Context: an optimization exercise on an open-source flow, tuned for a short achievable clock period and few clock cycles. The choices shown serve that exercise and are no tape-out recipe.
Function was checked by simulation only, so behaviour that the tests miss may differ from the original.
Power is estimated from default activity; no workload was simulated.

===== flow/config.mk =====
export PLATFORM = sky130hd
export DESIGN_NAME = PipelineCPU
export DESIGN_NICKNAME = PipelineCPU
export VERILOG_FILES = /design/flow/design.v
export SDC_FILE = /design/flow/constraint.sdc
export NUM_CORES = 4
export LEC_CHECK = 0
export CAP_MARGIN = 20
export CORE_MARGIN = 2
export CORE_UTILIZATION = 45
export SETUP_SLACK_MARGIN = 3.6
export SLEW_MARGIN = 20
export TNS_END_PERCENT = 100

===== flow/constraint.sdc =====
create_clock -name core_clock -period 6.5 [get_ports {clk}]
set_input_delay 1.3000 -clock core_clock [delete_from_list [all_inputs] [get_ports {clk}]]
set_output_delay 1.3000 -clock core_clock [all_outputs]
set_load 0.01 [all_outputs]

===== flow/design.v =====
module Adder(
 	input [31:0] data1, 
 	input [31:0] data2, 
 	output [31:0] data_o 
);
assign data_o=data1+data2; 
endmodule
module MUX32b(
 	input [31:0] data1, 
 	input [31:0] data2, 
 	input select, 
 	output [31:0] data_o 
 );
assign	data_o=(select)? data1:data2; 
endmodule
module MUX5b(
 	input [4:0] data1, 
 	input [4:0] data2, 
 	input select, 
 	output [4:0] data_o 
);
assign data_o=(select)?data1:data2; 
endmodule
module MUX9b(
 	input [8:0] data1, 
 	input [8:0] data2, 
 	input select, 
 	output [8:0] data_o 
);
assign data_o=(select)?data1:data2; 
endmodule
module MUX32b_3to1(
 	input [31:0] data1, 
 	input [31:0] data2, 
	input [31:0] data3, 
 	input [1:0]select, 
 	output [31:0] data_o 
 );
assign	data_o=(select==2'd0)? data1:(select==2'd1)? data2:data3; 
endmodule
module SE(
 	input [15:0] data_i, 
 	output [31:0] data_o 
);
assign	data_o={16'd0,data_i};
endmodule
module PC(
	input [31:0] Next_Instruction, 
	input PCWrite, 
	input rst, 
 	input clk, 
 	output reg [31:0] Instruction_Address 
);
always@(posedge clk)begin
	if(rst) Instruction_Address<=32'd0;
	else if(PCWrite) Instruction_Address<=Next_Instruction; 
end
endmodule
module IF_ID(
 	input [31:0] Instruction_in, 
 	input clk, 
	input rst, 
	input IF_ID_Write, 
 	output reg [31:0] Instruction_out 
);
always@(posedge clk)begin 
	if(rst) Instruction_out<=32'd0;
	else if(IF_ID_Write) Instruction_out<=Instruction_in;
end
endmodule
module Hazard_detection(
	input [4:0]IF_ID_RSAddress, 
	input [4:0]IF_ID_RTAddress, 
	input [4:0]ID_EX_RTAddress, 
	input ID_EX_MemRead, 
	input ID_EX_MemWrite, 
	output reg Flashctrl, 
	output reg PCWrite, 
	output reg IF_ID_Write 
);
always@(IF_ID_RSAddress or IF_ID_RTAddress or ID_EX_RTAddress or ID_EX_MemRead or ID_EX_MemWrite)begin
	Flashctrl=0;
	PCWrite=1;
	IF_ID_Write=1;
	if(ID_EX_MemRead && ((ID_EX_RTAddress == IF_ID_RSAddress)|(ID_EX_RTAddress==IF_ID_RTAddress)))begin 
		Flashctrl=1;
		PCWrite=0;
		IF_ID_Write=0;
	end
end
endmodule
module Control(
 	input [5:0] Op, 
 	output reg [2:0] ALUOp, 
 	output reg RegDst, 
 	output reg MemRead, 
 	output reg MemtoReg, 
 	output reg MemWrite, 
 	output reg ALUSrc, 
 	output reg RegWrite 
);
always@(Op)begin
	ALUOp=3'd0;
	RegDst=0;
	MemRead=0;
	MemWrite=0;
 	ALUSrc=0;
 	RegWrite=0;
	MemtoReg=0;
	case(Op)
		6'd8:{ALUOp,RegDst,MemRead,MemtoReg,MemWrite,ALUSrc,RegWrite}=9'b000_0_0_0_0_1_1; 
		6'd9:{ALUOp,RegDst,MemRead,MemtoReg,MemWrite,ALUSrc,RegWrite}=9'b001_0_0_0_0_1_1; 
		6'd20:{ALUOp,RegDst,MemRead,MemtoReg,MemWrite,ALUSrc,RegWrite}=9'b010_1_0_0_0_0_1; 
		6'd35:{ALUOp,RegDst,MemRead,MemtoReg,MemWrite,ALUSrc,RegWrite}=9'b000_0_1_1_0_1_1; 
		6'd43:{ALUOp,RegDst,MemRead,MemtoReg,MemWrite,ALUSrc,RegWrite}=9'b000_0_0_0_1_1_0; 
	endcase
end	
endmodule
module RF(
 	input clk, 
	input RegWrite, 
 	input [4:0] RS_Address, 
 	input [4:0] RT_Address, 
 	input [4:0] RD_Address, 
 	output [31:0] RSdata, 
 	output [31:0] RTdata, 
	input [31:0] RDdata 
);
reg [31:0] register[31:1]; 
always@(posedge clk)begin
	if(RegWrite && (RD_Address!=5'd0)) register[RD_Address]<=RDdata; 
end
assign RSdata=(RS_Address==5'd0)?32'd0:(RegWrite && (RD_Address==RS_Address))?RDdata:register[RS_Address];
assign RTdata=(RT_Address==5'd0)?32'd0:(RegWrite && (RD_Address==RT_Address))?RDdata:register[RT_Address];
endmodule
module ID_EX(
 	input [31:0] RS_data_in, 
	input [31:0] RT_data_in, 
	input [31:0] immediate_in, 
	input [4:0] shamt_in, 
	input [5:0] funct_in, 
	input [4:0] RS_Address_in, 
	input [4:0] RT_Address_in, 
	input [4:0] RD_Address_in, 
	input [8:0]Ctrl, 
 	input clk, 
	input rst, 
 	output reg  [31:0] RS_data_out, 
	output reg  [31:0] RT_data_out, 
	output reg  [31:0] immediate_out, 
	output reg  [4:0] shamt_out, 
	output reg  [5:0] funct_out, 
	output reg  [4:0] RS_Address_out, 
	output reg  [4:0] RT_Address_out, 
	output reg  [4:0] RD_Address_out, 
	output reg RegWrite_out, 
	output reg MemtoReg_out, 
	output reg MemRead_out, 
 	output reg MemWrite_out, 
	(* fsm_encoding = "none" *) output reg [2:0] ALUOp_out, 
 	output reg RegDst_out, 
 	output reg ALUSrc_out 
);
always@(posedge clk)begin 
	RS_data_out<=RS_data_in;
	RT_data_out<=RT_data_in;
	immediate_out<=immediate_in;
	shamt_out<=shamt_in;
	funct_out<=funct_in;
	RS_Address_out<=RS_Address_in;
	RT_Address_out<=RT_Address_in;
	RD_Address_out<=RD_Address_in;
	MemtoReg_out<=Ctrl[7];
	ALUOp_out<=Ctrl[4:2];
 	RegDst_out<=Ctrl[1];
 	ALUSrc_out<=Ctrl[0];
	if(rst)begin
		RegWrite_out<=1'b0;
		MemRead_out<=1'b0;
 		MemWrite_out<=1'b0;
	end
	else begin
		RegWrite_out<=Ctrl[8];
		MemRead_out<=Ctrl[6];
 		MemWrite_out<=Ctrl[5];
	end
end
endmodule
module ALUctrl(
 	input [5:0] funct, 
 	input [2:0] ALUOp, 
 	output reg [5:0] operation 
);
always@(funct or ALUOp)begin
	operation=6'd0; 
	case(ALUOp) 
		3'b010:begin 
			case(funct)
				6'd21:operation=6'd27; 
				6'd22:operation=6'd28; 
				6'd23:operation=6'd29; 
				6'd24:operation=6'd30; 
				6'd25:operation=6'd31; 
				6'd26:operation=6'd32; 
				6'd27:operation=6'd33; 
				default:operation=6'd0;
		      	endcase
		end
		3'b000:operation=6'd27; 
		3'b001:operation=6'd28; 
		3'b101:operation=6'd28; 
		default:operation=6'd0;
	endcase
end
endmodule
module ALU(
	input [31:0] Source1,  
	input [31:0] Source2,  
	input [5:0] operation,  
	input [4:0] shamt,  
	output reg [31:0] result,  
	output zero 
);
assign zero=(result==0)?1:0; 
always@(Source1 or Source2 or operation or shamt)begin
	case(operation[5:0]) 
		6'd27: result=Source1+Source2; 
		6'd28: result=Source1-Source2; 
		6'd29: result=Source1>>shamt; 
		6'd30: result=Source1<<shamt; 
		6'd31: result=Source1^Source2; 
		6'd32: result=Source1&Source2; 
		6'd33: result=(Source1<Source2)?32'd1:32'd0; 
		default: result=32'd0; 
	endcase
end
endmodule
module Forwarding(
	input [4:0]ID_EX_RSAddress, 
	input [4:0]ID_EX_RTAddress, 
 	input [4:0]EX_MEM_WriteAddress, 
 	input [4:0]MEM_WB_WriteAddress, 
	input EX_MEM_RegWrite, 
 	input MEM_WB_RegWrite, 
 	output reg [1:0] ForwardA, 
	output reg [1:0] ForwardB 
);
always@(ID_EX_RSAddress or ID_EX_RTAddress or EX_MEM_WriteAddress or MEM_WB_WriteAddress  or EX_MEM_RegWrite or MEM_WB_RegWrite)begin
	ForwardA=2'b00;
	ForwardB=2'b00;
	if(EX_MEM_RegWrite&&(EX_MEM_WriteAddress!= 5'd0)&&(EX_MEM_WriteAddress==ID_EX_RSAddress)) ForwardA=2'b10; 
	else if(MEM_WB_RegWrite&&(MEM_WB_WriteAddress!= 5'd0)&&(MEM_WB_WriteAddress==ID_EX_RSAddress)) ForwardA=2'b01; 
	if(EX_MEM_RegWrite&&(EX_MEM_WriteAddress!= 5'd0)&&(EX_MEM_WriteAddress==ID_EX_RTAddress)) ForwardB=2'b10; 
	else if(MEM_WB_RegWrite&&(MEM_WB_WriteAddress!= 5'd0)&&(MEM_WB_WriteAddress==ID_EX_RTAddress)) ForwardB=2'b01; 
end
endmodule
module EX_MEM(
 	input [31:0] ALU_result_in, 
	input [31:0] RT_data_in, 
	input [4:0] Write_Address_in, 
	input RegWrite_in, 
	input MemtoReg_in, 
	input MemRead_in, 
 	input MemWrite_in, 
 	input clk, 
	input rst, 
 	output reg  [31:0] ALU_result_out, 
	output reg  [31:0] RT_data_out, 
	output reg  [4:0] Write_Address_out, 
	output reg RegWrite_out, 
	output reg MemtoReg_out, 
	output reg MemRead_out, 
 	output reg MemWrite_out 
);
always@(posedge clk)begin 
	ALU_result_out<=ALU_result_in;
	RT_data_out<=RT_data_in;
	Write_Address_out<=Write_Address_in;
	MemtoReg_out<=MemtoReg_in;
	if(rst)begin
		RegWrite_out<=1'b0;
		MemRead_out<=1'b0;
 		MemWrite_out<=1'b0;
	end
	else begin
		RegWrite_out<=RegWrite_in;
		MemRead_out<=MemRead_in;
 		MemWrite_out<=MemWrite_in;
	end
end
endmodule
module MEM_WB(
 	input [31:0] DM_data_in, 
	input [31:0] ALU_result_in, 
	input [4:0] Write_Address_in, 
 	input MemtoReg_in, 
 	input RegWrite_in, 
 	input clk, 
	input rst, 
 	output reg [31:0] DM_data_out, 
	output reg [31:0] ALU_result_out, 
	output reg [4:0] Write_Address_out, 
 	output reg MemtoReg_out, 
 	output reg RegWrite_out 
);
always@(posedge clk)begin 
	DM_data_out<=DM_data_in;
	ALU_result_out<=ALU_result_in;
	Write_Address_out<=Write_Address_in;
 	MemtoReg_out<=MemtoReg_in;
	if(rst) RegWrite_out<=1'b0;
 	else RegWrite_out<=RegWrite_in;
end
endmodule
module PipelineCPU(
 	input clk, 
 	input rst, 
 	output [31:0] imem_addr, 
 	input [31:0] imem_data, 
 	output [31:0] dmem_addr, 
 	output [31:0] dmem_wdata, 
 	output dmem_we, 
 	output dmem_re, 
 	input [31:0] dmem_rdata, 
 	output wb_en, 
 	output [4:0] wb_rd, 
 	output [31:0] wb_data 
);
reg [31:0] pc;
reg [31:0] d_ins;              
reg [31:1] d_rs_oh, d_rt_oh;   
reg        d_stall;            
reg        d_fs, d_ft;         
reg [31:0] e_a, e_b, e_sd;     
reg [3:0]  e_l1, e_l2, e_r1, e_r2;  
reg [1:0]  e_l3, e_r3;              
reg [4:0]  e_dest;
reg [31:1] e_we;               
reg        e_wr, e_rd, e_st;   
reg        e_fsd, e_fsm;       
reg        e_add, e_sub, e_xor, e_and, e_slt;
reg [31:0] m_res, m_sd;        
reg [4:0]  m_dest;
reg [31:1] m_we;
reg        m_wr, m_rd, m_st;
reg [31:0] w_data;             
reg [4:0]  w_dest;
reg        w_wr;
reg [31:0] rf [1:31];
integer k;
wire [31:0] mem_val = m_rd ? dmem_rdata : m_res;
wire [5:0] op = d_ins[31:26];
wire [4:0] rs = d_ins[25:21];
wire [4:0] rt = d_ins[20:16];
wire [4:0] rd = d_ins[15:11];
wire [5:0] fn = d_ins[5:0];
wire is_r   = (op == 6'd20);
wire is_ai  = (op == 6'd8);
wire is_si  = (op == 6'd9);
wire is_lw  = (op == 6'd35);
wire is_sw  = (op == 6'd43);
wire f_add = is_r & (fn == 6'd21);
wire f_sub = is_r & (fn == 6'd22);
wire f_srl = is_r & (fn == 6'd23);
wire f_sll = is_r & (fn == 6'd24);
wire f_xor = is_r & (fn == 6'd25);
wire f_and = is_r & (fn == 6'd26);
wire f_slt = is_r & (fn == 6'd27);
wire [4:0] dest = is_r ? rd : rt;
wire wr = (is_r | is_ai | is_si | is_lw) & (dest != 5'd0);
reg [31:0] rf_s, rf_t;
integer j;
always @(*) begin
	rf_s = 32'd0;
	rf_t = 32'd0;
	for (j = 1; j < 32; j = j + 1) begin
		rf_s = rf_s | ({32{d_rs_oh[j]}} & rf[j]);
		rf_t = rf_t | ({32{d_rt_oh[j]}} & rf[j]);
	end
end
wire [31:0] rs_val = d_fs ? mem_val : rf_s;
wire [31:0] rt_val = d_ft ? mem_val : rf_t;
wire [5:0] i_op = imem_data[31:26];
wire [4:0] i_rs = imem_data[25:21];
wire [4:0] i_rt = imem_data[20:16];
wire [5:0] i_fn = imem_data[5:0];
wire i_r = (i_op == 6'd20);
wire i_use_rt = i_r & ((i_fn == 6'd21) | (i_fn == 6'd22) | (i_fn == 6'd25) | (i_fn == 6'd26) | (i_fn == 6'd27));
wire i_use_rs = (i_r & (i_fn >= 6'd21) & (i_fn <= 6'd27)) | (i_op == 6'd8) | (i_op == 6'd9) | (i_op == 6'd35) | (i_op == 6'd43);
wire stall_next = !d_stall & is_lw & wr & ((i_use_rs & (i_rs == rt)) | (i_use_rt & (i_rt == rt)));
wire [4:0] n_rs = d_stall ? rs : i_rs;
wire [4:0] n_rt = d_stall ? rt : i_rt;
wire fs_next = e_wr & (e_dest == n_rs);
wire ft_next = e_wr & (e_dest == n_rt);
wire [31:0] a = e_a;
wire [31:0] b = e_b;
wire [31:0] s_add = a + b;
wire [32:0] s_sub = {1'b0, a} - {1'b0, b};
wire [31:0] l1 = ({32{e_l1[0]}} & a) | ({32{e_l1[1]}} & (a << 1))
               | ({32{e_l1[2]}} & (a << 2)) | ({32{e_l1[3]}} & (a << 3));
wire [31:0] l2 = ({32{e_l2[0]}} & l1) | ({32{e_l2[1]}} & (l1 << 4))
               | ({32{e_l2[2]}} & (l1 << 8)) | ({32{e_l2[3]}} & (l1 << 12));
wire [31:0] s_sll = ({32{e_l3[0]}} & l2) | ({32{e_l3[1]}} & (l2 << 16));
wire [31:0] r1 = ({32{e_r1[0]}} & a) | ({32{e_r1[1]}} & (a >> 1))
               | ({32{e_r1[2]}} & (a >> 2)) | ({32{e_r1[3]}} & (a >> 3));
wire [31:0] r2 = ({32{e_r2[0]}} & r1) | ({32{e_r2[1]}} & (r1 >> 4))
               | ({32{e_r2[2]}} & (r1 >> 8)) | ({32{e_r2[3]}} & (r1 >> 12));
wire [31:0] s_srl = ({32{e_r3[0]}} & r2) | ({32{e_r3[1]}} & (r2 >> 16));
wire [31:0] s_xor = a ^ b;
wire [31:0] s_and = a & b;
wire [31:0] res = ({32{e_add}} & s_add)
                | ({32{e_sub}} & s_sub[31:0])
                | s_srl
                | s_sll
                | ({32{e_xor}} & s_xor)
                | ({32{e_and}} & s_and)
                | {31'd0, e_slt & s_sub[32]};
wire [31:0] sd = e_fsd ? dmem_rdata : e_fsm ? m_res : e_sd;
wire fa = e_wr & (e_dest == rs);
wire fb = e_wr & (e_dest == rt) & is_r;
wire fd = e_wr & (e_dest == rt);
wire [31:0] b_id = is_r ? rt_val : {16'd0, d_ins[15:0]};
wire [31:0] a_next = ({32{fa & e_add}} & s_add)
                   | ({32{fa & e_sub}} & s_sub[31:0])
                   | ({32{fa}} & s_srl)
                   | ({32{fa}} & s_sll)
                   | ({32{fa & e_xor}} & s_xor)
                   | ({32{fa & e_and}} & s_and)
                   | {31'd0, fa & e_slt & s_sub[32]}
                   | ({32{~fa}} & rs_val);
wire [31:0] b_next = ({32{fb & e_add}} & s_add)
                   | ({32{fb & e_sub}} & s_sub[31:0])
                   | ({32{fb}} & s_srl)
                   | ({32{fb}} & s_sll)
                   | ({32{fb & e_xor}} & s_xor)
                   | ({32{fb & e_and}} & s_and)
                   | {31'd0, fb & e_slt & s_sub[32]}
                   | ({32{~fb}} & b_id);
always @(posedge clk) begin
	if (rst) begin
		pc <= 32'd0;
		d_ins <= 32'd0;
		d_rs_oh <= 31'd0;
		d_rt_oh <= 31'd0;
		d_stall <= 1'b0;
		d_fs <= 1'b0;
		d_ft <= 1'b0;
	end else begin
		if (!d_stall) begin
			pc <= pc + 32'd4;
			d_ins <= imem_data;
			for (k = 1; k < 32; k = k + 1) begin
				d_rs_oh[k] <= (imem_data[25:21] == k);
				d_rt_oh[k] <= (imem_data[20:16] == k);
			end
		end
		d_stall <= stall_next;
		d_fs <= fs_next;
		d_ft <= ft_next;
	end
end
always @(posedge clk) begin
	e_a <= a_next;
	e_b <= b_next;
	e_sd <= rt_val;
	for (k = 0; k < 4; k = k + 1) begin
		e_l1[k] <= f_sll & (d_ins[7:6] == k);
		e_l2[k] <= f_sll & (d_ins[9:8] == k);
		e_r1[k] <= f_srl & (d_ins[7:6] == k);
		e_r2[k] <= f_srl & (d_ins[9:8] == k);
	end
	e_l3 <= {f_sll & d_ins[10], f_sll & ~d_ins[10]};
	e_r3 <= {f_srl & d_ins[10], f_srl & ~d_ins[10]};
	e_dest <= dest;
	e_fsd <= fd & e_rd;
	e_fsm <= fd & ~e_rd;
	e_add <= f_add | is_ai | is_lw | is_sw;
	e_sub <= f_sub | is_si;
	e_xor <= f_xor;
	e_and <= f_and;
	e_slt <= f_slt;
	if (rst | d_stall) begin
		e_wr <= 1'b0;
		e_rd <= 1'b0;
		e_st <= 1'b0;
		e_we <= 31'd0;
	end else begin
		e_wr <= wr;
		e_rd <= is_lw;
		e_st <= is_sw;
		for (k = 1; k < 32; k = k + 1) e_we[k] <= wr & (dest == k);
	end
end
always @(posedge clk) begin
	m_res <= res;
	m_sd <= sd;
	m_dest <= e_dest;
	if (rst) begin
		m_wr <= 1'b0;
		m_rd <= 1'b0;
		m_st <= 1'b0;
		m_we <= 31'd0;
	end else begin
		m_wr <= e_wr;
		m_rd <= e_rd;
		m_st <= e_st;
		m_we <= e_we;
	end
end
always @(posedge clk) begin
	w_data <= mem_val;
	w_dest <= m_dest;
	if (rst) w_wr <= 1'b0;
	else w_wr <= m_wr;
end
always @(posedge clk) begin
	for (k = 1; k < 32; k = k + 1)
		if (m_we[k]) rf[k] <= mem_val;
end
assign imem_addr = pc;
assign dmem_addr = m_res;
assign dmem_wdata = m_sd;
assign dmem_we = m_st;
assign dmem_re = m_rd;
assign wb_en = w_wr;
assign wb_rd = w_dest;
assign wb_data = w_data;
endmodule

===== flow/run.sh =====
#!/bin/bash
# synth_recipe.tcl (not shown) runs the flow's synth.tcl, then flattens the netlist and writes it again
# the make line also repeats each setting of config.mk as NAME=value (left out here)
make -C /OpenROAD-flow-scripts/flow DESIGN_CONFIG=/design/flow/config.mk WORK_HOME=/design/flow/orfs CLKGATE_MAP_FILE= SYNTH_SCRIPT=/design/flow/synth_recipe.tcl finish

==> summary.txt, run 1 <==
post-route ant nets=0; EDFF count, synth=992; Initial Utilization=0.452; fmax=309 MHz; Synth Flop Type=edfxtp_1; via count=55100; crit path time final=3240 ps; Residual DRC=0; vias in the first global route=50900; Nets=5430; CP Class=reg2reg; vias per cell=7.63; worst vdd ir=241 uV; skew final=35.5 ps; most common cell after layout, fill and taps aside=edfxtp_1; Final Hold Fails=0; area of the mapped netlist=62000 sq um; Final Max Slew Viols=0; largest net degree at the start of global routing=103; DPL Wire Length=177000 um; CTS H-tree lvls=4; measured slew at the worst slew-check pin=1300 ps; Synth area leader=edfxtp_1; final total power=0.0208 W; Warnings, synthesis=2; routability cong.=1.00; HP Class=reg2reg; CP endpoint kind=register; Inst Count DP=6864; Die X=375 um; Post-Route WL=311000 um; Critical Path Fanout Max=13; Num CTS Buffers=150; CP required=7200 ps; final setup fails=0; FFs w/ async S/R, synth=0; initial antenna violation count=18; total of max-cap violations=0; TritonCTS clock tree=yes; leakage=25.8 nW; syn_area_per_cell=12.1 sq um; DIE HEIGHT=375 um; Worst-path clk slew=60 ps; PD cells=283 nW/um^2; RSZ-0062 raised after global routing=true; WL/cell=43.1 um; crit path DAT=3940 ps; Synth area leaders=edfxtp_1 (48%), dfxtp_1 (14%), a22oi_1 (9.4%), a22o_1 (3.6%), a221oi_1 (3.5%); status=complete, no violations; post-synth top area share=0.481; Worst setup SP type=register; Clock Tree Buf Depth=3; final cell count without fillers=7224; grt ovf=0; fin area=73200 sq um; Tcrit/Tclk final=0.498; clock sink total=1422; cts-stage hold buffer count=0; DP Area=66300 sq um; cells after synthesis=5118; share of cells above drive strength 1=0.162; io pins=202; global-route usage over all layers=0.428; Initial DRT Pass Iterations=11; max_slew headroom=0.133; later-pin clock latency in the skew report=820 ps; most frequent cells in the layout=edfxtp_1 (992), a22oi_1 (774), dfxtp_1 (270), nand2_1 (258), a22o_1 (253); DRT iter0 DRCs=12500; post-synthesis register bit count=1422; FP Rows=136; post-synthesis sequential area ratio=0.619; area grow syn2layout=18.1%; CTS root buf=clkbuf_16; die area=141000 sq um; Setup TNS Final=0 ps; first-pass GRT wire length=417000 um; Core Area=137000 sq um; # port buffers=199; post-synth cell types=84
[registers in the layout (all words and copies together), names as in the netlist, 32 cells and up]
register,flops
e_b,32
e_sd,32
m_sd,32
d_ins,32
e_a,32
m_res,32
w_data,32
rf,992
[through the flow]
stage / util / hold slack [ps] / setup slack, ps
floorplan: - / 310 / 3600
global placement: 0.483 / 317 / 2500
global route: 0.534 / 336 / 3290
CTS: 0.528 / 332 / 3340
detailed placement: 0.483 / 315 / 2460
finish: 0.534 / 330 / 3260
[logic make-up (layout without fill, tap and decap cells)]
kind of cell | after synthesis | after routing | share of synthesized area
AOI/OAI and AO/OA | 1791 | 1791 | 0.216
xor gates and xnor gates | 87 | 87 | 0.0123
adders and majority gates | 67 | 67 | 0.0138
buffers and inverters | 561 | 860 | 0.0348
DFF | 1422 | 1422 | 0.619
muxes | 125 | 125 | 0.0205
other | 1 | 14 | 0.0000605
and+or+nand+nor | 1064 | 1064 | 0.0830
[metal layers]
metal  GRT usage  part of all wire  routed length, um
met5     0.00206           0.00028                 88
met3       0.195              0.17              53400
met2       0.572              0.39             120000
met4       0.291             0.090              27900
met1       0.550              0.35             110000
[layout make-up]
class / instances / area [sq um]
multi-input combinational: 3136 / 22800
antenna: 12 / 30.0
tap: 1794 / 2240
sequential: 1422 / 38700
fill: 11600 / 63900
inverter: 134 / 515
timing repair buffer: 453 / 3940
clock inverter: 71 / 788
clock buffer: 202 / 4270
[repair_timing]
action / in CTS / in global routing
gates resized for setup: 372 / 115
setup buffers: 38 / 37
setup endpoints to repair: 656 / 124
pin swaps: 44 / 46
[worst paths after layout]
check               from         to  slack [ps]  cells after the start
max reg2reg  d_rt_oh[22]     e_b[0]        3260                      9
min reg2reg    m_dest[1]  w_dest[1]         330                      0
max          d_rt_oh[22]     e_b[0]        3260                      9
min            m_dest[1]  w_dest[1]         330                      0
[synthesized netlist by cell type (16+ instances only)]
library cell,n
a22oi_1,774
nand2b_1,24
a221oi_1,247
nor3_1,75
dfxtp_1,430
nor2b_1,51
buf_1,62
o21ai_0,112
nor4_1,40
nand2_1,269
xnor2_1,46
nor2_1,248
mux2i_1,110
edfxtp_1,992
xor2_1,41
ha_1,65
nand4_1,142
a21oi_1,217
a21o_1,16
inv_1,130
a22o_1,253
clkbuf_1,347
nand3_1,147
[critical path: stages (launching register included)]
cell and delay (ps):
dfxtp_2 560, buf_4 390, a22o_1 260, a221oi_1 200, nand3_1 130, nor3_2 730
a21oi_1 310, o21ai_0 290, a21oi_2 60, a21o_1 170
[report_power, final]
part	switching (W)	internal [W]
combinational	0.00115	0.000656
sequential	0.000202	0.00982
clock	0.00375	0.00517
total	0.00510	0.0157
Testbench counts, summed over its fixed seeds: cycles 6,046.
==> inputs of run 2 (changes only) <==
--- a/flow/design.v
+++ b/flow/design.v
@@ -328,9 +328,10 @@
 );
 reg [31:0] pc;
 reg [31:0] d_ins;              
-reg [31:1] d_rs_oh, d_rt_oh;   
 reg        d_stall;            
 reg        d_fs, d_ft;         
+reg        d_fws, d_fwt;       
+reg [31:0] d_rsv, d_rtv;       
 reg [31:0] e_a, e_b, e_sd;     
 reg [3:0]  e_l1, e_l2, e_r1, e_r2;  
 reg [1:0]  e_l3, e_r3;              
@@ -347,7 +348,6 @@
 reg [4:0]  w_dest;
 reg        w_wr;
 reg [31:0] rf [1:31];
-integer k;
 wire [31:0] mem_val = m_rd ? dmem_rdata : m_res;
 wire [5:0] op = d_ins[31:26];
 wire [4:0] rs = d_ins[25:21];
@@ -368,18 +368,8 @@
 wire f_slt = is_r & (fn == 6'd27);
 wire [4:0] dest = is_r ? rd : rt;
 wire wr = (is_r | is_ai | is_si | is_lw) & (dest != 5'd0);
-reg [31:0] rf_s, rf_t;
-integer j;
-always @(*) begin
-	rf_s = 32'd0;
-	rf_t = 32'd0;
-	for (j = 1; j < 32; j = j + 1) begin
-		rf_s = rf_s | ({32{d_rs_oh[j]}} & rf[j]);
-		rf_t = rf_t | ({32{d_rt_oh[j]}} & rf[j]);
-	end
-end
-wire [31:0] rs_val = d_fs ? mem_val : rf_s;
-wire [31:0] rt_val = d_ft ? mem_val : rf_t;
+wire [31:0] rs_val = d_fs ? mem_val : d_fws ? w_data : d_rsv;
+wire [31:0] rt_val = d_ft ? mem_val : d_fwt ? w_data : d_rtv;
 wire [5:0] i_op = imem_data[31:26];
 wire [4:0] i_rs = imem_data[25:21];
 wire [4:0] i_rt = imem_data[20:16];
@@ -392,6 +382,13 @@
 wire [4:0] n_rt = d_stall ? rt : i_rt;
 wire fs_next = e_wr & (e_dest == n_rs);
 wire ft_next = e_wr & (e_dest == n_rt);
+wire fws_next = m_wr & (m_dest == n_rs);
+wire fwt_next = m_wr & (m_dest == n_rt);
+reg [31:0] rf_s, rf_t;
+always @(*) begin
+	rf_s = (n_rs == 5'd0) ? 32'd0 : rf[n_rs];
+	rf_t = (n_rt == 5'd0) ? 32'd0 : rf[n_rt];
+end
 wire [31:0] a = e_a;
 wire [31:0] b = e_b;
 wire [31:0] s_add = a + b;
@@ -440,25 +437,28 @@
 	if (rst) begin
 		pc <= 32'd0;
 		d_ins <= 32'd0;
-		d_rs_oh <= 31'd0;
-		d_rt_oh <= 31'd0;
 		d_stall <= 1'b0;
 		d_fs <= 1'b0;
 		d_ft <= 1'b0;
+		d_fws <= 1'b0;
+		d_fwt <= 1'b0;
+		d_rsv <= 32'd0;
+		d_rtv <= 32'd0;
 	end else begin
 		if (!d_stall) begin
 			pc <= pc + 32'd4;
 			d_ins <= imem_data;
-			for (k = 1; k < 32; k = k + 1) begin
-				d_rs_oh[k] <= (imem_data[25:21] == k);
-				d_rt_oh[k] <= (imem_data[20:16] == k);
-			end
 		end
 		d_stall <= stall_next;
 		d_fs <= fs_next;
 		d_ft <= ft_next;
+		d_fws <= fws_next;
+		d_fwt <= fwt_next;
+		d_rsv <= rf_s;
+		d_rtv <= rf_t;
 	end
 end
+integer k;
 always @(posedge clk) begin
 	e_a <= a_next;
 	e_b <= b_next;
--- a/flow/config.mk
+++ b/flow/config.mk
@@ -7,7 +7,7 @@
 export LEC_CHECK = 0
 export CAP_MARGIN = 20
 export CORE_MARGIN = 2
-export CORE_UTILIZATION = 45
-export SETUP_SLACK_MARGIN = 3.6
+export CORE_UTILIZATION = 40
+export SETUP_SLACK_MARGIN = 3.8
 export SLEW_MARGIN = 20
 export TNS_END_PERCENT = 100
==> run 2 against run 1 <==
  * First-iteration DRC count is 14% higher
  * Critical path type unchanged
  * Final area is 15% higher
  * Die area is 16% higher
  * Highest routed layer unchanged
  * Total power is 6.2% higher
  * Critical endpoint is now e_b[24]
  * Sequential power hardly changed
==> summary.txt, run 2 <==
status=complete, no violations; Hold Path Stages=0 (unchanged); M2 GR Usage=0.585 (+0.0132); CP cell instances=inv_4, ha_4, inv_2, fa_2, a211oi_4, nor4_4, o211ai_2, a211oi_4, buf_6, nand2b_4, buf_4, and4_4, mux2i_4, and2_4, a21oi_1; max reg flops=992 (unchanged); initial antenna violation count=25 (+7); cts-stage hold buffer count=0 (unchanged); crit path time final=3150 ps (-87.9 ps); Initial Utilization=0.403 (-0.0487); GRT Max-Usage Layer=met2; post-synth top area share=0.466 (-0.0147); post-synthesis register bit count=1426 (+0.28%); Final Max Slew Viols=0 (unchanged); PD cells=262 nW/um^2 (-7.6%); CP endpoint kind=register; clock sink total=1426 (+0.28%); # port buffers=199 (unchanged); DIE HEIGHT=404 um (+7.6%); first-pass GRT wire length=468000 um (+12%); Post-Route WL=359000 um (+15%); Tcrit/Tclk final=0.485 (-0.0135); r2r setup slk=3350 ps (+90 ps); Worst-path clk slew=60 ps (about the same); Storage cell area=38900 sq um (+0.54%); Worst setup SP type=register; Core Area=159000 sq um (+16%); fmax=317 MHz (+2.8%); Synth top cells by count=edfxtp_1 (992), a22oi_1 (705), dfxtp_1 (434); leakage=29.6 nW (+15%); Num CTS Buffers=152 (+1.3%); CP Class=reg2reg; CP required=7190 ps (about the same); most common cell after layout, fill and taps aside=edfxtp_1; crit path DAT=3840 ps (-100 ps); skew final=44.6 ps (+9.14 ps); WP buf/inv=4 (+3); Nets=6207 (+14%); Synth area leaders=edfxtp_1 (47%), dfxtp_1 (14%), a22oi_1 (8.3%), a221oi_1 (2.6%), a22o_1 (2.5%); most frequent cells in the layout=edfxtp_1 (992), a22oi_1 (662), buf_4 (470), nand2_1 (325), nor2_1 (271); global-route usage over all layers=0.417 (-0.0109); reg-to-reg critical path endpoint=e_b[24]; die area=163000 sq um (+16%); Min-Delay Endpoint=w_dest[3]; RSZ-0062 raised after global routing=true; syn_area_per_cell=11.8 sq um (-2.2%); FFs w/ async S/R, synth=0 (unchanged); final setup fails=0 (unchanged); Final Hold Fails=0 (unchanged); WL/cell=43.3 um (+0.56%); most frequent cell after synthesis=edfxtp_1; Warnings, synthesis=34 (+32); vias in the first global route=56000 (+10%); CP max stage cell=nor4_4; via count=61800 (+12%); largest net degree at the start of global routing=82 (-20%); Residual DRC=0 (unchanged); worst vdd ir=335 uV (+39%); # fillers=13300 (+14%); Multi-input gate area=27300 sq um (+20%); DRT iter0 DRCs=14200 (+14%); max incr delay on CP=400 ps (-330 ps); share of cells above drive strength 1=0.311 (+0.149); Critical Path Fanout Max=3 (-10); vias per cell=7.45 (-2.3%); measured slew at the worst slew-check pin=1240 ps (-60.4 ps); cell depth of the worst flop-to-flop path=15 (+6); Most flops, register=rf; cells after synthesis=5398 (+5.5%); Synth area leader=edfxtp_1; DPL Wire Length=207000 um (+17%); post-route ant nets=0 (unchanged); final total power=0.0220 W (+6.2%); crit-path most repeated cell=a211oi_4; TritonCTS clock tree=yes; CTS H-tree lvls=4 (unchanged); post-synth cell types=97 (+15%); Top delay family on crit path=simple AND/OR/NAND/NOR gates; grt ovf=0 (unchanged); Synth Flop Type=edfxtp_1; area grow syn2layout=31.6%; Initial DRT Pass Iterations=17 (+6); post-synthesis sequential area ratio=0.602 (-0.0177); HP Start=m_dest[3]; FP Rows=146 (+7.4%); Clock Tree Buf Depth=3 (unchanged); area of the mapped netlist=64000 sq um (+3.2%); met3 track demand over resource=0.199 (+0.00434); total of max-cap violations=0 (unchanged); Die X=404 um (+7.6%); Setup TNS Final=0 ps (unchanged); routability cong.=1.03 (+2.8%); CTS root buf=clkbuf_16; RR Startpoint=e_a[0]; GR Util met1=0.493 (-0.0570); HP Class=reg2reg; later-pin clock latency in the skew report=860 ps (+40 ps); max_slew headroom=0.173 (+0.0403); EDFF count, synth=992 (unchanged); io pins=202 (unchanged)
==> run 2: worst max path at each step <==
stage | cells past startpoint | slack [ps] | from | endpoint
2_1_floorplan | 11 | 3560 | imem_data[18] | d_rtv[31]
3_3_place_gp | 5 | 1360 | imem_data[17] | d_rtv[9]
3_5_place_dp | 11 | 1440 | imem_data[23] | d_rsv[14]
4_1_cts | 14 | 3330 | e_a[0] | e_a[26]
5_1_grt | 14 | 3260 | e_a[0] | e_a[26]
6_report | 15 | 3350 | e_a[0] | e_b[24]
==> run 2: worst register-to-register path: stages (launching register included) <==
cell and delay [ps]:
dfxtp_4 370, inv_4 40, ha_4 140, inv_2 50, fa_2 230, a211oi_4 90, nor4_4 410, o211ai_2 180
a211oi_4 230, buf_6 160, nand2b_4 160, buf_4 110, and4_4 230, mux2i_4 330, and2_4 210, a21oi_1 70
==> run 2: per-stage QoR <==
stage,setup WS (ps),instance area [sq um],util,hold slack (ps),instances
5_1_grt,3260,84100,0.530,411,8278
3_3_place_gp,1360,69300,0.437,397,7438
6_report,3350,84100,0.531,406,8291
3_5_place_dp,1440,69400,0.437,401,7439
4_1_cts,3330,79800,0.503,409,8061
2_1_floorplan,3560,65000,-,373,5399
==> run 2: timing repair <==
item,in CTS,in global routing
endpoints found under the setup margin,284,188
pin swaps,175,273
buffers inserted,332,195
resized for setup,1135,526
cloned,10,14
==> run 2: cells by family (layout without fill, tap and decap cells) <==
kind of cell / Yosys count / after routing / synth area share
AO/OA/AOI/OAI: 1809 / 1809 / 0.211
AND/OR/NAND/NOR: 1268 / 1274 / 0.0941
adder cells (fa/ha/maj): 69 / 69 / 0.0137
buffers and inverters: 532 / 1321 / 0.0347
other: 1 / 23 / 0.0000586
XOR/XNOR: 100 / 100 / 0.0137
flip-flops: 1426 / 1426 / 0.602
multiplexers: 193 / 197 / 0.0311
==> run 2: final cells by class <==
class	instances	share of cell area
clock inverter	90	0.0156
clock buffer	190	0.0488
inverter	105	0.00494
tap	2072	0.0308
multi-input combinational	3451	0.324
timing repair buffer	936	0.113
antenna	21	0.000625
sequential	1426	0.462
==> run 2: power by group <==
part	total (W)	switching (W)	internal, W
registers	0.0101	0.000255	0.00983
clock network	0.00949	0.00398	0.00551
logic	0.00246	0.00150	0.000965
total	0.0220	0.00574	0.0163
==> run 2: layer usage <==
metal,part of all wire,vias to the layer above
met5,0.0035,-
met4,0.10,54
met3,0.17,2504
met2,0.39,6970
met1,0.33,29500
li1,-,22800
Testbench counts of run 2, summed over its fixed seeds: cycles 6,046.
==> inputs of run 3 (changes only) <==
--- a/flow/design.v
+++ b/flow/design.v
@@ -332,6 +332,7 @@
 reg        d_fs, d_ft;         
 reg        d_fws, d_fwt;       
 reg [31:0] d_rsv, d_rtv;       
+reg [31:0] e_as;               
 reg [31:0] e_a, e_b, e_sd;     
 reg [3:0]  e_l1, e_l2, e_r1, e_r2;  
 reg [1:0]  e_l3, e_r3;              
@@ -339,7 +340,7 @@
 reg [31:1] e_we;               
 reg        e_wr, e_rd, e_st;   
 reg        e_fsd, e_fsm;       
-reg        e_add, e_sub, e_xor, e_and, e_slt;
+reg        e_add, e_inv, e_xor, e_and, e_slt;
 reg [31:0] m_res, m_sd;        
 reg [4:0]  m_dest;
 reg [31:1] m_we;
@@ -390,49 +391,47 @@
 	rf_t = (n_rt == 5'd0) ? 32'd0 : rf[n_rt];
 end
 wire [31:0] a = e_a;
-wire [31:0] b = e_b;
-wire [31:0] s_add = a + b;
-wire [32:0] s_sub = {1'b0, a} - {1'b0, b};
-wire [31:0] l1 = ({32{e_l1[0]}} & a) | ({32{e_l1[1]}} & (a << 1))
-               | ({32{e_l1[2]}} & (a << 2)) | ({32{e_l1[3]}} & (a << 3));
+wire [31:0] bx = e_b;           
+wire [31:0] b = bx;              
+wire [33:0] t_sum = {1'b0, a, 1'b1} + {1'b0, bx, e_inv};
+wire [31:0] s_sum = t_sum[32:1];
+wire lt = ~t_sum[33];
+wire [31:0] p = a ^ bx;
+wire [31:0] cin = s_sum ^ p;    
+wire [31:0] l1 = ({32{e_l1[0]}} & e_as) | ({32{e_l1[1]}} & (e_as << 1))
+               | ({32{e_l1[2]}} & (e_as << 2)) | ({32{e_l1[3]}} & (e_as << 3));
 wire [31:0] l2 = ({32{e_l2[0]}} & l1) | ({32{e_l2[1]}} & (l1 << 4))
                | ({32{e_l2[2]}} & (l1 << 8)) | ({32{e_l2[3]}} & (l1 << 12));
 wire [31:0] s_sll = ({32{e_l3[0]}} & l2) | ({32{e_l3[1]}} & (l2 << 16));
-wire [31:0] r1 = ({32{e_r1[0]}} & a) | ({32{e_r1[1]}} & (a >> 1))
-               | ({32{e_r1[2]}} & (a >> 2)) | ({32{e_r1[3]}} & (a >> 3));
+wire [31:0] r1 = ({32{e_r1[0]}} & e_as) | ({32{e_r1[1]}} & (e_as >> 1))
+               | ({32{e_r1[2]}} & (e_as >> 2)) | ({32{e_r1[3]}} & (e_as >> 3));
 wire [31:0] r2 = ({32{e_r2[0]}} & r1) | ({32{e_r2[1]}} & (r1 >> 4))
                | ({32{e_r2[2]}} & (r1 >> 8)) | ({32{e_r2[3]}} & (r1 >> 12));
 wire [31:0] s_srl = ({32{e_r3[0]}} & r2) | ({32{e_r3[1]}} & (r2 >> 16));
 wire [31:0] s_xor = a ^ b;
 wire [31:0] s_and = a & b;
-wire [31:0] res = ({32{e_add}} & s_add)
-                | ({32{e_sub}} & s_sub[31:0])
-                | s_srl
-                | s_sll
-                | ({32{e_xor}} & s_xor)
-                | ({32{e_and}} & s_and)
-                | {31'd0, e_slt & s_sub[32]};
+wire [31:0] e_res = s_srl | s_sll | ({32{e_xor}} & s_xor) | ({32{e_and}} & s_and);
+wire [31:0] res0 = e_res | ({32{e_add}} & p);
+wire [31:0] res1 = e_res | ({32{e_add}} & ~p);
+wire [31:0] res = ((~cin & res0) | (cin & res1)) | {31'd0, e_slt & lt};
 wire [31:0] sd = e_fsd ? dmem_rdata : e_fsm ? m_res : e_sd;
 wire fa = e_wr & (e_dest == rs);
 wire fb = e_wr & (e_dest == rt) & is_r;
 wire fd = e_wr & (e_dest == rt);
 wire [31:0] b_id = is_r ? rt_val : {16'd0, d_ins[15:0]};
-wire [31:0] a_next = ({32{fa & e_add}} & s_add)
-                   | ({32{fa & e_sub}} & s_sub[31:0])
-                   | ({32{fa}} & s_srl)
-                   | ({32{fa}} & s_sll)
-                   | ({32{fa & e_xor}} & s_xor)
-                   | ({32{fa & e_and}} & s_and)
-                   | {31'd0, fa & e_slt & s_sub[32]}
-                   | ({32{~fa}} & rs_val);
-wire [31:0] b_next = ({32{fb & e_add}} & s_add)
-                   | ({32{fb & e_sub}} & s_sub[31:0])
-                   | ({32{fb}} & s_srl)
-                   | ({32{fb}} & s_sll)
-                   | ({32{fb & e_xor}} & s_xor)
-                   | ({32{fb & e_and}} & s_and)
-                   | {31'd0, fb & e_slt & s_sub[32]}
-                   | ({32{~fb}} & b_id);
+wire [31:0] ea = ({32{fa}} & e_res) | ({32{~fa}} & rs_val);
+wire [31:0] a0 = ea | ({32{fa & e_add}} & p);
+wire [31:0] a1 = ea | ({32{fa & e_add}} & ~p);
+wire [31:0] a_next = ((~cin & a0) | (cin & a1)) | {31'd0, fa & e_slt & lt};
+wire [31:0] eb = ({32{fb}} & e_res) | ({32{~fb}} & b_id);
+wire inv_id = f_sub | f_slt | is_si;
+wire [31:0] b0 = eb | ({32{fb & e_add}} & p);
+wire [31:0] b1 = eb | ({32{fb & e_add}} & ~p);
+wire [31:0] bx0 = b0 ^ {32{inv_id}};
+wire [31:0] bx1 = b1 ^ {32{inv_id}};
+wire [31:0] bxm = (~cin & bx0) | (cin & bx1);
+wire b_bit0 = ((~cin[0] & b0[0]) | (cin[0] & b1[0]) | (fb & e_slt & lt)) ^ inv_id;
+wire [31:0] b_next = {bxm[31:1], b_bit0};
 always @(posedge clk) begin
 	if (rst) begin
 		pc <= 32'd0;
@@ -461,6 +460,7 @@
 integer k;
 always @(posedge clk) begin
 	e_a <= a_next;
+	e_as <= {32{f_srl | f_sll}} & a_next;
 	e_b <= b_next;
 	e_sd <= rt_val;
 	for (k = 0; k < 4; k = k + 1) begin
@@ -474,8 +474,8 @@
 	e_dest <= dest;
 	e_fsd <= fd & e_rd;
 	e_fsm <= fd & ~e_rd;
-	e_add <= f_add | is_ai | is_lw | is_sw;
-	e_sub <= f_sub | is_si;
+	e_add <= f_add | f_sub | is_ai | is_si | is_lw | is_sw;
+	e_inv <= f_sub | f_slt | is_si;
 	e_xor <= f_xor;
 	e_and <= f_and;
 	e_slt <= f_slt;
==> run 3 against run 2 <==
  * Worst hold slack worse by 8.8 ps
  * Still clean
  * Area after synthesis rose by 0.34%
  * Final cell count fell by 1.7%
  * Clock power is 4.3% lower
  * Critical path depth is 7 lower
  * Total power down 4.6%
  * Highest routed layer unchanged
  * Die area up 0.34%
  * Non-clock buffer count fell by 57
  * Clock-buffer cell count is 31 higher
  * First-iteration DRC count rose by 7.0%
  * Wire length shrank 0.79%
  * Flip-flop and latch count grew 32
==> summary.txt, run 3 <==
WL/cell=43.7 um (+0.90%); die area=164000 sq um (+0.34%); Initial Utilization=0.404 (+0.000451); most frequent cells in the layout=edfxtp_1 (992), a22oi_1 (606), buf_4 (431), nand2_1 (324), dfxtp_1 (315); Final Hold Fails=0 (unchanged); worst vdd ir=193 uV (-42%); Tcrit/Tclk final=0.452 (-0.0324); DP Area=69500 sq um (+0.19%); metal3 WL=63300 um (+3.6%); max layer used=met5; CP cell instances=fa_2, a222oi_1, o21ai_1, a211oi_2, o21ai_1, buf_6, a21o_1, nor2b_1; status=complete, no violations; # fillers=13300 (+0.29%); area of the mapped netlist=64200 sq um (+0.34%); max reg flops=992 (unchanged); Inst Count DP=7354 (-1.1%); post-synthesis sequential area ratio=0.610 (+0.00793); PD cells=255 nW/um^2 (-2.7%); # port buffers=199 (unchanged); most common cell after layout, fill and taps aside=edfxtp_1; largest net degree at the start of global routing=65 (-21%); CP max stage cell=a222oi_1; clock sink total=1458 (+2.2%); area grow syn2layout=28.5%; DIE HEIGHT=405 um (+0.17%); RSZ-0062 raised after global routing=true; first-pass GRT wire length=459000 um (-2.0%); CP required=7200 ps (about the same); Synth top cells by count=edfxtp_1 (992), a22oi_1 (652), dfxtp_1 (466); FP Rows=146 (unchanged); Synth area leaders=edfxtp_1 (46%), dfxtp_1 (15%), a22oi_1 (7.6%), a22o_1 (2.7%), mux2i_1 (2.3%); most frequent cell after synthesis=edfxtp_1; Worst-path clk slew=60 ps (about the same); post-route ant nets=0 (unchanged); Residual DRC=0 (unchanged); CTS H-tree lvls=4 (unchanged); cells after synthesis=5316 (-1.5%); Synth Flop Type=edfxtp_1; routability cong.=1.02 (-0.59%); Num CTS Buffers=153 (+0.66%); Setup TNS Final=0 ps (unchanged); CTS root buf=clkbuf_16; Final Max Slew Viols=0 (unchanged); Worst setup SP type=register; max_slew headroom=0.161 (-0.0122); fmax=340 MHz (+7.2%); post-synth top area share=0.464 (-0.00159); measured slew at the worst slew-check pin=1260 ps (+18.3 ps); EDFF count, synth=992 (unchanged); final cell count without fillers=8152 (-1.7%); global-route usage over all layers=0.408 (-0.00970); syn_area_per_cell=12.1 sq um (+1.9%); crit path DAT=3640 ps (-200 ps); total of max-cap violations=0 (unchanged); Die X=405 um (+0.17%); initial antenna violation count=39 (+56%); CP Class=reg2reg; Synth area leader=edfxtp_1; Clock Tree Buf Depth=3 (unchanged); Min Hold Slack=397 ps (-8.83 ps); fin area=82500 sq um (-2.0%); max incr delay on CP=740 ps (+340 ps); DPL Wire Length=194000 um (-6.2%); skew final=45.9 ps (+1.28 ps); Warnings, synthesis=34 (unchanged); Initial DRT Pass Iterations=20 (+3); HP Class=reg2reg; post-synthesis register bit count=1458 (+2.2%); later-pin clock latency in the skew report=850 ps (about the same); leakage=28.8 nW (-2.7%); Final Util=0.519 (-0.0116); Post-Route WL=356000 um (-0.79%); crit-path most repeated cell=o21ai_1; Multi-input gate area=25900 sq um (-5.0%); final setup fails=0 (unchanged); cts-stage hold buffer count=0 (unchanged); io pins=202 (unchanged); post-synth cell types=111 (+14%); via count=62000 (+0.24%); vias in the first global route=54900 (-2.0%); grt ovf=0 (unchanged); metal2 WL=137000 um (-3.4%); share of cells above drive strength 1=0.286 (-0.0244); Nets=6017 (-3.1%); vias per cell=7.60 (+2.0%); Core Area=159000 sq um (+0.23%); Storage cell area=39400 sq um (+1.3%); FFs w/ async S/R, synth=0 (unchanged); TritonCTS clock tree=yes; CP endpoint kind=register; crit path time final=2940 ps (-211 ps); Critical Path Fanout Max=3 (unchanged); DRT iter0 DRCs=15200 (+7.0%); Most flops, register=rf; WL met1=115000 um (-2.0%)
==> run 3: changes by cell type in the layout (fill, tap and decap cells not counted), moves of 24 or more <==
cell	previous run	this run
a221oi_1	64	91
a221oi_2	115	71
a22oi_1	662	606
buf_4	470	431
buf_6	119	85
dfxtp_1	256	315
dfxtp_4	69	36
inv_1	82	48
nor2_1	271	222
nor2_4	60	14
nor2b_1	43	67
nor3_4	10	41
o21ai_0	206	234
==> run 3: logic make-up (layout without fill, tap and decap cells) <==
family | count (synthesis) | count (layout) | share of synthesized area
AO/OA/AOI/OAI | 1809 | 1809 | 0.209
XOR/XNOR | 88 | 88 | 0.0120
adder cells (fa/ha/maj) | 34 | 34 | 0.00675
buffers and inverters | 487 | 1215 | 0.0334
flip-flops | 1458 | 1458 | 0.610
multiplexers | 190 | 190 | 0.0306
other | 1 | 36 | 0.0000584
AND/OR/NAND/NOR | 1249 | 1250 | 0.0984
==> run 3: layout make-up <==
| type | count | share of cell area |
|---|---|---|
| Sequential cell | 1458 | 0.478 |
| Multi-Input combinational cell | 3373 | 0.314 |
| Timing Repair Buffer | 879 | 0.112 |
| Clock buffer | 221 | 0.0533 |
| Tap cell | 2072 | 0.0314 |
| Clock inverter | 63 | 0.00840 |
| Inverter | 52 | 0.00244 |
| Antenna cell | 34 | 0.00103 |
==> run 3: worst max-delay path: cells and delay by family (launching register included) <==
| family | cells | cell delay (ps) |
|---|---|---|
| compound gates | 5 | 1680 |
| fa+ha+maj | 1 | 450 |
| buf+inv | 1 | 200 |
| flops | 1 | 360 |
| simple gates | 1 | 120 |
==> run 3: path summary, 6_finish.rpt <==
path | depth (start not counted) | end | slack [ps] | from
worst max register to register | 8 | e_as[0] | 3560 | e_b[0]
worst min-delay path | 0 | w_dest[1] | 400 | m_dest[1]
worst max-delay path | 8 | e_as[0] | 3560 | e_b[0]
worst min register to register | 0 | w_dest[1] | 400 | m_dest[1]
==> run 3: layer usage <==
layer / up-vias / track usage
met1: 29500 / 0.480
met5: - / 0.0193
met2: 7371 / 0.561
met4: 39 / 0.309
li1: 22500 / -
met3: 2554 / 0.207
==> run 3: where the power goes <==
| part | internal [W] | leakage (nW) | total, W | switching (W) |
|---|---|---|---|---|
| sequential | 0.0100 | 13.2 | 0.0102 | 0.000190 |
| combinational | 0.000653 | 13.2 | 0.00176 | 0.00111 |
| clock | 0.00511 | 2.47 | 0.00908 | 0.00398 |
| total | 0.0158 | 28.8 | 0.0210 | 0.00527 |
==> run 3: through the flow <==
| stage | total power, W | worst slack (ps) |
|---|---|---|
| after floorplan | 0.0110 | 3530 |
| after global placement | 0.0117 | 1590 |
| after detailed placement | 0.0117 | 1580 |
| after CTS | 0.0207 | 3630 |
| after global routing | 0.0214 | 3560 |
| final | 0.0210 | 3560 |
==> run 3: timing repair <==
action,CTS,global route
setup endpoints to repair,312,210
setup buffers,269,172
gates cloned,16,23
pin swaps,138,199
gates resized for setup,1078,384
Testbench counts of run 3, summed over its fixed seeds: cycles 6,046.
==> inputs of run 4 (changes only) <==
--- a/flow/config.mk
+++ b/flow/config.mk
@@ -7,7 +7,7 @@
 export LEC_CHECK = 0
 export CAP_MARGIN = 20
 export CORE_MARGIN = 2
-export CORE_UTILIZATION = 40
-export SETUP_SLACK_MARGIN = 3.8
+export CORE_UTILIZATION = 36
+export SETUP_SLACK_MARGIN = 3.7
 export SLEW_MARGIN = 20
 export TNS_END_PERCENT = 100
==> run 4 against run 3 <==
  * Area after synthesis unchanged
  * Non-clock buffer count decreased by 188
  * Sequential power about the same
  * Final area decreased by 2.6%
  * Core utilization decreased by 6.4 points
  * Via count decreased by 2.8%
  * Global-route usage decreased by 4.3 points
  * Largest cell class unchanged
==> summary.txt, run 4 <==
crit path DAT=3700 ps (+60 ps); max reg flops=992 (unchanged); worst vdd ir=209 uV (+8.1%); GR Util met1=0.426 (-0.0540); # fillers=15800 (+18%); leakage=27.6 nW (-4.2%); post-synthesis sequential area ratio=0.610 (unchanged); most common cell after layout, fill and taps aside=edfxtp_1; Final Max Slew Viols=0 (unchanged); CP cell instances=clkbuf_4, mux2i_4, buf_12, bufbuf_16, and3_4, a21oi_4, buf_6, o21ai_0, nor2_1; measured slew at the worst slew-check pin=1250 ps (-5.79 ps); share of total power in the clock network=0.439 (+0.007); Worst setup SP type=input pin; Setup TNS Final=0 ps (unchanged); PD cells=263 nW/um^2 (+3.3%); met3 track demand over resource=0.171 (-0.0357); # port buffers=199 (unchanged); max incr delay on CP=540 ps (-200 ps); global-route usage over all layers=0.365 (-0.0425); post-synth cell types=111 (unchanged); io pins=202 (unchanged); Synth area leader=edfxtp_1; largest net degree at the start of global routing=65 (unchanged); Critical Path Fanout Max=32 (+29); GRT Max-Usage Layer=met2; DRT iter0 DRCs=15200 (-0.013%); Tcrit/Tclk final=0.455 (+0.00231); fmax=338 MHz (-0.51%); WP buf/inv=4 (+3); Num CTS Buffers=157 (+2.6%); total of max-cap violations=0 (unchanged); Inst Count DP=7632 (+3.8%); DIE HEIGHT=426 um (+5.4%); die area=182000 sq um (+11%); Final Hold Fails=0 (unchanged); Synth top cells by count=edfxtp_1 (992), a22oi_1 (652), dfxtp_1 (466); TritonCTS clock tree=yes; via count=60200 (-2.8%); max_slew headroom=0.164 (+0.00386); share of cells above drive strength 1=0.229 (-0.0577); Synth area leaders=edfxtp_1 (46%), dfxtp_1 (15%), a22oi_1 (7.6%), a22o_1 (2.7%), mux2i_1 (2.3%); grt ovf=0 (unchanged); HP Class=reg2reg; WL/cell=42.9 um (-1.9%); area of the mapped netlist=64200 sq um (unchanged); clock sink total=1458 (unchanged); Switching Power=0.00525 W (-0.50%); Initial DRT Pass Iterations=14 (-30%); post-synthesis register bit count=1458 (unchanged); EDFF count, synth=992 (unchanged); FP Rows=154 (+5.5%); cells after synthesis=5316 (unchanged); Clock Tree Buf Depth=3 (unchanged); FFs w/ async S/R, synth=0 (unchanged); RSZ-0062 raised after global routing=true; status=complete, no violations; Warnings, synthesis=34 (unchanged); crit path time final=2950 ps (+15.0 ps); final cell count without fillers=8237 (+1.0%); final setup fails=0 (unchanged); most frequent cell after synthesis=edfxtp_1; Die X=426 um (+5.4%); switching share of power=0.248 (-0.00270); skew final=38.1 ps (-7.80 ps); area grow syn2layout=25.2%; post-route ant nets=0 (unchanged); CP max stage cell=buf_6; vias in the first global route=54300 (-1.1%); Nets=5836 (-3.0%); Residual DRC=0 (unchanged); Synth Flop Type=edfxtp_1; M2 GR Usage=0.522 (-0.0396); first-pass GRT wire length=457000 um (-0.35%); later-pin clock latency in the skew report=820 ps (-30 ps); syn_area_per_cell=12.1 sq um (unchanged); CP required=7240 ps (+40 ps); CTS root buf=clkbuf_16; Multi-input gate area=25200 sq um (-2.4%); Storage cell area=39400 sq um (about the same); CP Class=in2reg; Initial Utilization=0.363 (-0.0406); Top delay family on crit path=buffers and inverters; CTS H-tree lvls=4 (unchanged); Cell Int Power=0.0159 W (+0.94%); post-synth top area share=0.464 (unchanged); routability cong.=1.03 (+0.54%); Most flops, register=rf; initial antenna violation count=22 (-44%); vias per cell=7.31 (-3.8%); combinational power share=0.080 (-0.004); Seq pwr share=0.481 (-0.003); DPL Wire Length=203000 um (+4.9%); most frequent cells in the layout=edfxtp_1 (992), a22oi_1 (626), dfxtp_1 (340), nand2_1 (330), buf_4 (325); Worst-path clk slew=60 ps (about the same); Core Area=177000 sq um (+11%); CP endpoint kind=register; Post-Route WL=353000 um (-0.84%)
run 4: changes by cell type in the layout (fill, tap and decap cells not counted), moves of 12 or more:
cell | before | now
a221oi_1 | 91 | 118
a221oi_2 | 71 | 44
a22oi_1 | 606 | 626
a22oi_2 | 46 | 26
buf_12 | 120 | 82
buf_2 | 107 | 24
buf_4 | 431 | 325
buf_6 | 85 | 49
clkbuf_2 | 13 | 1
clkdlybuf4s15_1 | 2 | 25
clkdlybuf4s15_2 | 4 | 30
dfxtp_1 | 315 | 340
dfxtp_2 | 115 | 92
dlygate4sd2_1 | 0 | 60
run 4: area by class of cell:
cell class,count,area share
well taps,2340,0.0364
repair buffers,691,0.0906
multi-input cells,3376,0.314
flip-flops and latches,1458,0.490
clock buffers,211,0.0544
diodes,30,0.000934
clock inverters,79,0.0112
inverters,52,0.00243
run 4: cell families after synthesis:
group                    share of synthesized area
flip-flops                                   0.610
multiplexers                                0.0306
buffers and inverters                       0.0334
adder cells (fa/ha/maj)                    0.00675
other                                    0.0000584
AO/OA/AOI/OAI                                0.209
AND/OR/NAND/NOR                             0.0984
XOR/XNOR                                    0.0120
run 4: path summary, 6_finish.rpt:
path                 start  slack, ps  cells past startpoint   endpoint
min              m_dest[1]        400                      0  w_dest[1]
max          imem_data[20]       3550                      9   d_rtv[3]
min reg2reg      m_dest[1]        400                      0  w_dest[1]
max reg2reg        d_stall       3580                      9   d_rtv[3]
run 4: metal layers:
metal  up-vias  routed length, um
li1      22100                  -
met1     28800             115000
met2      6932             141000
met3      2386              59300
met4        21              37600
met5         -                561
run 4: stage by stage:
stage,hold WS (ps),utilization,worst slack (ps),total power [W],instance area (sq um)
after floorplan,373,-,3530,0.0110,65300
after global placement,392,0.396,1590,0.0117,69900
after detailed placement,396,0.396,1490,0.0117,70000
after CTS,404,0.443,3620,0.0209,78200
after global routing,415,0.454,3620,0.0215,80300
final,399,0.455,3550,0.0212,80400
run 4: repair_timing:
action / in CTS / in global routing
gates cloned: 9 / 15
hold buffers: 0 / 0
endpoints found under the setup margin: 291 / 147
pin swaps: 88 / 90
gates resized for setup: 650 / 230
buffers inserted: 174 / 87
run 4: power groups by stage:
stage / combinational, W / clock (W) / sequential (W)
4_1_cts: 0.00149 / 0.00925 / 0.0102
3_5_place_dp: 0.00135 / 0 / 0.0104
5_1_grt: 0.00170 / 0.00960 / 0.0102
3_3_place_gp: 0.00135 / 0 / 0.0104
2_1_floorplan: 0.000718 / 0 / 0.0103
6_report: 0.00169 / 0.00928 / 0.0102

[static timing again, ports no longer ideal]
The flow's constraints put no driver on any port. The routed layouts listed below were extracted and timed again, unchanged, in two steps.
Step 1: set_driving_cell puts a clkbuf_16 on clk and a buf_2 on each other input, an assumption about the parent block.
Step 2 also shifts input and output timing later by t, the mid clock arrival at the registers, as if the neighbouring blocks saw the same clock.
a / b / c = ideal ports / drivers / drivers and shift; a / b = the first two.
run	t, ns	setup WS [ns]	worst hold slack (ns)	worst data-port slew with drivers (ns)	cell pins on the clock port's net
run 1	0.880	3.262 / 3.262 / 2.667	0.330 / 0.330 / 0.330	0.21	1
run 2	0.920	3.350 / 3.350 / 2.691	0.406 / 0.406 / 0.406	0.10	1
run 3	0.920	3.560 / 3.560 / 2.708	0.397 / 0.397 / 0.397	0.09	1
run 4	0.889	3.545 / 3.585 / 2.719	0.399 / 0.399 / 0.399	0.14	1
After both steps every run listed still meets setup and hold. For run 3, which loses most, drivers alone change the setup slack by 0.000 ns; drivers and shift together by -0.852 ns.
